This is an optimization exercise on Yosys and OpenROAD, whose aim is small area and a short achievable clock period, not a production implementation. The RTL was checked by simulation tests, not by an equivalence proof against the original design. Power and IR drop assume default switching activity.

Setup of run 1:
## fir
module  fir(
	input clk,
	input rst_n,
	input enable,
	input [2:0] tap,		 
	input [15:0] data_in,
	output [17:0] data_out,
	output complete
);
==> flow/config.mk <==
export PLATFORM = sky130hd
export DESIGN_NAME = fir
export DESIGN_NICKNAME = fir
export VERILOG_FILES = /design/flow/design.v
export SDC_FILE = /design/flow/constraint.sdc
export NUM_CORES = 4
export LEC_CHECK = 0
export CAP_MARGIN = 20
export CORE_MARGIN = 2
export CORE_UTILIZATION = 40
export CTS_BUF_LIST = sky130_fd_sc_hd__clkbuf_8
export SETUP_SLACK_MARGIN = 1.9
export SLEW_MARGIN = 20
export TNS_END_PERCENT = 5
==> flow/constraint.sdc <==
create_clock -name core_clock -period 4.0 [get_ports {clk}]
set_input_delay 0.8000 -clock core_clock [delete_from_list [all_inputs] [get_ports {clk}]]
set_output_delay 0.8000 -clock core_clock [all_outputs]
set_load 0.01 [all_outputs]
standard.sh (not shown) runs the stock make flow with config.mk's settings and CLKGATE_MAP_FILE= SYNTH_SCRIPT=/design/flow/synth_recipe.tcl, a recipe that flattens the netlist after the stock synthesis.
==> flow/flow/run.sh <==
#!/bin/bash
# The standard ORFS layout (same make targets and settings as standard.sh),
# with these changes: port buffers are buf_2 cells instead of the delay
# cells buffer_ports picks by itself; Yosys synth runs with -noabc, so its generic abc pass does not run before extract_fa.
# Each tool's output goes to a log file here.
set -euo pipefail
W=$(pwd)
make -C "$FLOW_HOME" DESIGN_CONFIG="$W/config.mk" WORK_HOME="$W/orfs" CLKGATE_MAP_FILE= \
  SYNTH_SCRIPT="$W/synth_recipe.tcl" \
  BUFFER_PORTS_ARGS="-buffer_cell sky130_fd_sc_hd__buf_2" SYNTH_ARGS=-noabc CTS_ARGS="-sink_clustering_enable -repair_clock_nets -buf_list sky130_fd_sc_hd__clkbuf_8 -dont_use_dummy_load -sink_clustering_size 20 -sink_clustering_max_diameter 100" \
  finish > "$W/make.log" 2>&1
R="$W/orfs/results/$FLOW_PLATFORM/fir/base"
: # left out here: write the final layout as DEF
Run 1: PASS, flow complete, no timing, DRC or antenna violations
For run 2, these inputs were changed with respect to run 1:
Settings: CTS_CLUSTER_DIAMETER newly set to 100; SETUP_SLACK_MARGIN changed from 1.9 to 2.2; CTS_CLUSTER_SIZE newly set to 15.
==> flow/run.sh (new file) <==
#!/bin/bash
# synth_recipe.tcl (not shown) runs the flow's synth.tcl, then flattens the netlist and writes it again
# the make line also repeats each setting of config.mk as NAME=value (left out here)
make -C /OpenROAD-flow-scripts/flow DESIGN_CONFIG=/design/flow/config.mk WORK_HOME=/design/flow/orfs CLKGATE_MAP_FILE= SYNTH_SCRIPT=/design/flow/synth_recipe.tcl finish
removed: flow/flow/run.sh
removed: flow/standard.sh
## What came out
Die: run 2 bigger than run 1. In run 2, area overhead of the layout relative to synthesis is higher than in run 1. Between run 1 and run 2, post-layout utilization of the core increased. Going from run 1 to run 2, sequential power dropped 11%, gate count of the mapped netlist went up about 37%, number of cells on the worst reg-to-reg path up 3, minimum clock period after layout went down 0.0080 ns. Maximum frequency (run 2 over run 1): increase, about 0.44%.
[inputs] run 3 vs run 2
Settings: a deleted CTS_CLUSTER_DIAMETER that had been 100; a change of SETUP_SLACK_MARGIN from 2.2 to 1.9; a deleted CTS_CLUSTER_SIZE that had been 15.
==> flow/flow/run.sh (new file) <==
#!/bin/bash
# The standard ORFS layout (the same make call and settings as
# standard.sh, including its synthesis script), with these changes:
#  - port buffers are buf_2 cells (buffer_ports picks delay cells by itself);
#  - Yosys synth runs with -noabc, so no generic abc pass runs before
#    extract_fa (fewer inverters around the adder cells);
#  - clock tree: clkbuf_8 buffers, sinks clustered in groups of up to 15,
#    and no dummy load cells.
# make's output goes to make.log and ORFS keeps each step's log under
# orfs/logs; write_def.log holds the DEF export.
set -euo pipefail
W=$(pwd)
make -C "$FLOW_HOME" DESIGN_CONFIG="$W/config.mk" WORK_HOME="$W/orfs" CLKGATE_MAP_FILE= \
  SYNTH_SCRIPT="$W/synth_recipe.tcl" \
  BUFFER_PORTS_ARGS="-buffer_cell sky130_fd_sc_hd__buf_2" \
  SYNTH_ARGS=-noabc \
  CTS_ARGS="-sink_clustering_enable -repair_clock_nets -buf_list sky130_fd_sc_hd__clkbuf_8 -dont_use_dummy_load -root_buf sky130_fd_sc_hd__clkbuf_16 -sink_clustering_size 15 -sink_clustering_max_diameter 100" \
  finish > "$W/make.log" 2>&1
R="$W/orfs/results/$FLOW_PLATFORM/fir/base"
: # left out here: write the final layout as DEF
==> flow/standard.sh (new file) <==
#!/bin/bash
# synth_recipe.tcl (not shown) runs the flow's synth.tcl, then flattens the netlist and writes it again
# the make line also repeats each setting of config.mk as NAME=value (left out here)
make -C /OpenROAD-flow-scripts/flow DESIGN_CONFIG=/design/flow/config.mk WORK_HOME=/design/flow/orfs CLKGATE_MAP_FILE= SYNTH_SCRIPT=/design/flow/synth_recipe.tcl "${@:-finish}"
removed: flow/run.sh
## What came out
Run 3: PASS, flow complete, no timing, DRC or antenna violations. The core utilization in run 3 sits 1.2 points below the value recorded for run 2. Run 3 against run 2: worst hold slack stayed essentially flat; amount of wire on met3 after detailed routing fell by about 14%; non-clock buffer count in the final layout fell by 15. Between run 2 and run 3, setup slack is higher for run 3, run 2 comes in under that. Reported for run 2 and run 3, sink count of the clock tree turned out identical to the last digit.

========
fir, a different RTL version from the one above (not shown whole).
Size in the first run: roughly 170 flip-flops, roughly 41 I/O pins.
==> flow/config.mk <==
export PLATFORM = sky130hd
export DESIGN_NAME = fir
export DESIGN_NICKNAME = fir
export VERILOG_FILES = /design/flow/design.v
export SDC_FILE = /design/flow/constraint.sdc
export NUM_CORES = 4
export LEC_CHECK = 0
export CAP_MARGIN = 20
export CORE_MARGIN = 2
export CORE_UTILIZATION = 40
export CTS_BUF_LIST = sky130_fd_sc_hd__clkbuf_8
export SETUP_SLACK_MARGIN = 1.5
export SLEW_MARGIN = 20
export TNS_END_PERCENT = 5
==> flow/constraint.sdc <==
create_clock -name core_clock -period 4.0 [get_ports {clk}]
set_input_delay 0.8000 -clock core_clock [delete_from_list [all_inputs] [get_ports {clk}]]
set_output_delay 0.8000 -clock core_clock [all_outputs]
set_load 0.01 [all_outputs]
==> flow/flow/run.sh <==
#!/bin/bash
# The standard ORFS layout (same make targets and settings as standard.sh),
# with these changes: port buffers are buf_2 cells instead of the delay
# cells buffer_ports picks by itself; Yosys synth runs with -noabc, so its generic abc pass does not run before extract_fa.
# Each tool's output goes to a log file here.
set -euo pipefail
W=$(pwd)
make -C "$FLOW_HOME" DESIGN_CONFIG="$W/config.mk" WORK_HOME="$W/orfs" CLKGATE_MAP_FILE= \
  SYNTH_SCRIPT="$W/synth_recipe.tcl" \
  BUFFER_PORTS_ARGS="-buffer_cell sky130_fd_sc_hd__buf_2" SYNTH_ARGS=-noabc CTS_ARGS="-sink_clustering_enable -repair_clock_nets -buf_list sky130_fd_sc_hd__clkbuf_8 -dont_use_dummy_load" \
  finish > "$W/make.log" 2>&1
R="$W/orfs/results/$FLOW_PLATFORM/fir/base"
: # left out here: write the final layout as DEF
The starting point completed with no timing, DRC or antenna violations.
Then changed:
Settings changed: CORE_UTILIZATION 40 to 60, SETUP_SLACK_MARGIN 1.5 to 1.9.
Effect:
- worst setup slack improves by 0.18 ns
- fmax goes up by 8.6%
- clock skew hardly moves
- die area goes down by 32%
Then changed:
==> flow/run.sh (new file) <==
#!/bin/bash
# synth_recipe.tcl (not shown) runs the flow's synth.tcl, then flattens the netlist and writes it again
# the make line also repeats each setting of config.mk as NAME=value (left out here)
make -C /OpenROAD-flow-scripts/flow DESIGN_CONFIG=/design/flow/config.mk WORK_HOME=/design/flow/orfs CLKGATE_MAP_FILE= SYNTH_SCRIPT=/design/flow/synth_recipe.tcl finish
Settings changed: CORE_UTILIZATION 60 to 40, SETUP_SLACK_MARGIN 1.9 to 2.1, TNS_END_PERCENT 5 to unset.
removed: flow/flow/run.sh
removed: flow/standard.sh
The changed run completed with no timing, DRC or antenna violations.
Global-route usage drops by 5.2 points.
Area after synthesis climbs slightly.
Fmax climbs by a few percent.
Critical path depth does not change.
First-iteration DRC count drops slightly.
Sequential share of layout area drops by 5.2 points.
Core utilization drops by 18 points.
Then changed:
==> flow/flow/run.sh (new file) <==
#!/bin/bash
# The standard ORFS layout (same make targets and settings as standard.sh),
# with these changes: port buffers are buf_2 cells instead of the delay
# cells buffer_ports picks by itself; Yosys synth runs with -noabc, so its generic abc pass does not run before extract_fa.
# Each tool's output goes to a log file here.
set -euo pipefail
W=$(pwd)
make -C "$FLOW_HOME" DESIGN_CONFIG="$W/config.mk" WORK_HOME="$W/orfs" CLKGATE_MAP_FILE= \
  SYNTH_SCRIPT="$W/synth_recipe.tcl" \
  BUFFER_PORTS_ARGS="-buffer_cell sky130_fd_sc_hd__buf_2" SYNTH_ARGS=-noabc CTS_ARGS="-sink_clustering_enable -repair_clock_nets -buf_list sky130_fd_sc_hd__clkbuf_8 -dont_use_dummy_load" \
  finish > "$W/make.log" 2>&1
R="$W/orfs/results/$FLOW_PLATFORM/fir/base"
: # left out here: write the final layout as DEF
==> flow/standard.sh (new file) <==
#!/bin/bash
# synth_recipe.tcl (not shown) runs the flow's synth.tcl, then flattens the netlist and writes it again
# the make line also repeats each setting of config.mk as NAME=value (left out here)
make -C /OpenROAD-flow-scripts/flow DESIGN_CONFIG=/design/flow/config.mk WORK_HOME=/design/flow/orfs CLKGATE_MAP_FILE= SYNTH_SCRIPT=/design/flow/synth_recipe.tcl "${@:-finish}"
Settings changed: PLACE_DENSITY set to 0.8, SETUP_SLACK_MARGIN 2.1 to 1.9, TNS_END_PERCENT set to 5.
removed: flow/run.sh
Effect: Via count shrinks by 11%. Cell count shrinks by 11%. Wire length shrinks by 17%. Die area shrinks by 1.9%. Power shrinks by 12%. Setup slack gets worse by 0.049 ns. Core utilization shrinks by 4.8 points. Area after synthesis shrinks by 1.9%. Design area shrinks by 11%.

[port drivers added, routing unchanged]
The results above use ideal ports. As a check the final layouts listed here were re-extracted and re-timed, cells and wires unchanged. Step 1 assumes that a clkbuf_16 drives the clock port and a buf_2 every other input. Step 2, shift: input delay + t, output delay - t, t = (earliest + latest rising clock arrival at the registers) / 2. This alone moves slack from input paths to output paths. a / b / c = ideal / step 1 / step 2; a / b = the first two.
run | t (ns) | slack for setup (ns) | worst hold slack (ns) | slew at the worst register clock pin (ns)
run 1 | 0.500 | 2.163 / 2.126 / 2.216 | 0.342 / 0.337 / 0.342 | 0.12 / 0.12
run 2 | 0.535 | 2.171 / 2.133 / 2.217 | 0.339 / 0.339 / 0.339 | 0.10 / 0.10
run 3 | 0.494 | 2.188 / 2.148 / 2.222 | 0.337 / 0.337 / 0.337 | 0.10 / 0.10
the first run of note 2 | 0.473 | 1.717 / 1.717 / 1.717 | 0.310 / 0.310 / 0.310 | 0.10 / 0.10
the second run of note 2 | 0.473 | 1.898 / 1.898 / 1.898 | 0.328 / 0.323 / 0.328 | 0.09 / 0.09
the third run of note 2 | 0.491 | 1.948 / 1.948 / 1.948 | 0.333 / 0.333 / 0.333 | 0.09 / 0.09
the fourth run of note 2 | 0.480 | 1.899 / 1.899 / 1.899 | 0.327 / 0.327 / 0.327 | 0.09 / 0.09
After both steps setup and hold are still met in every run listed.
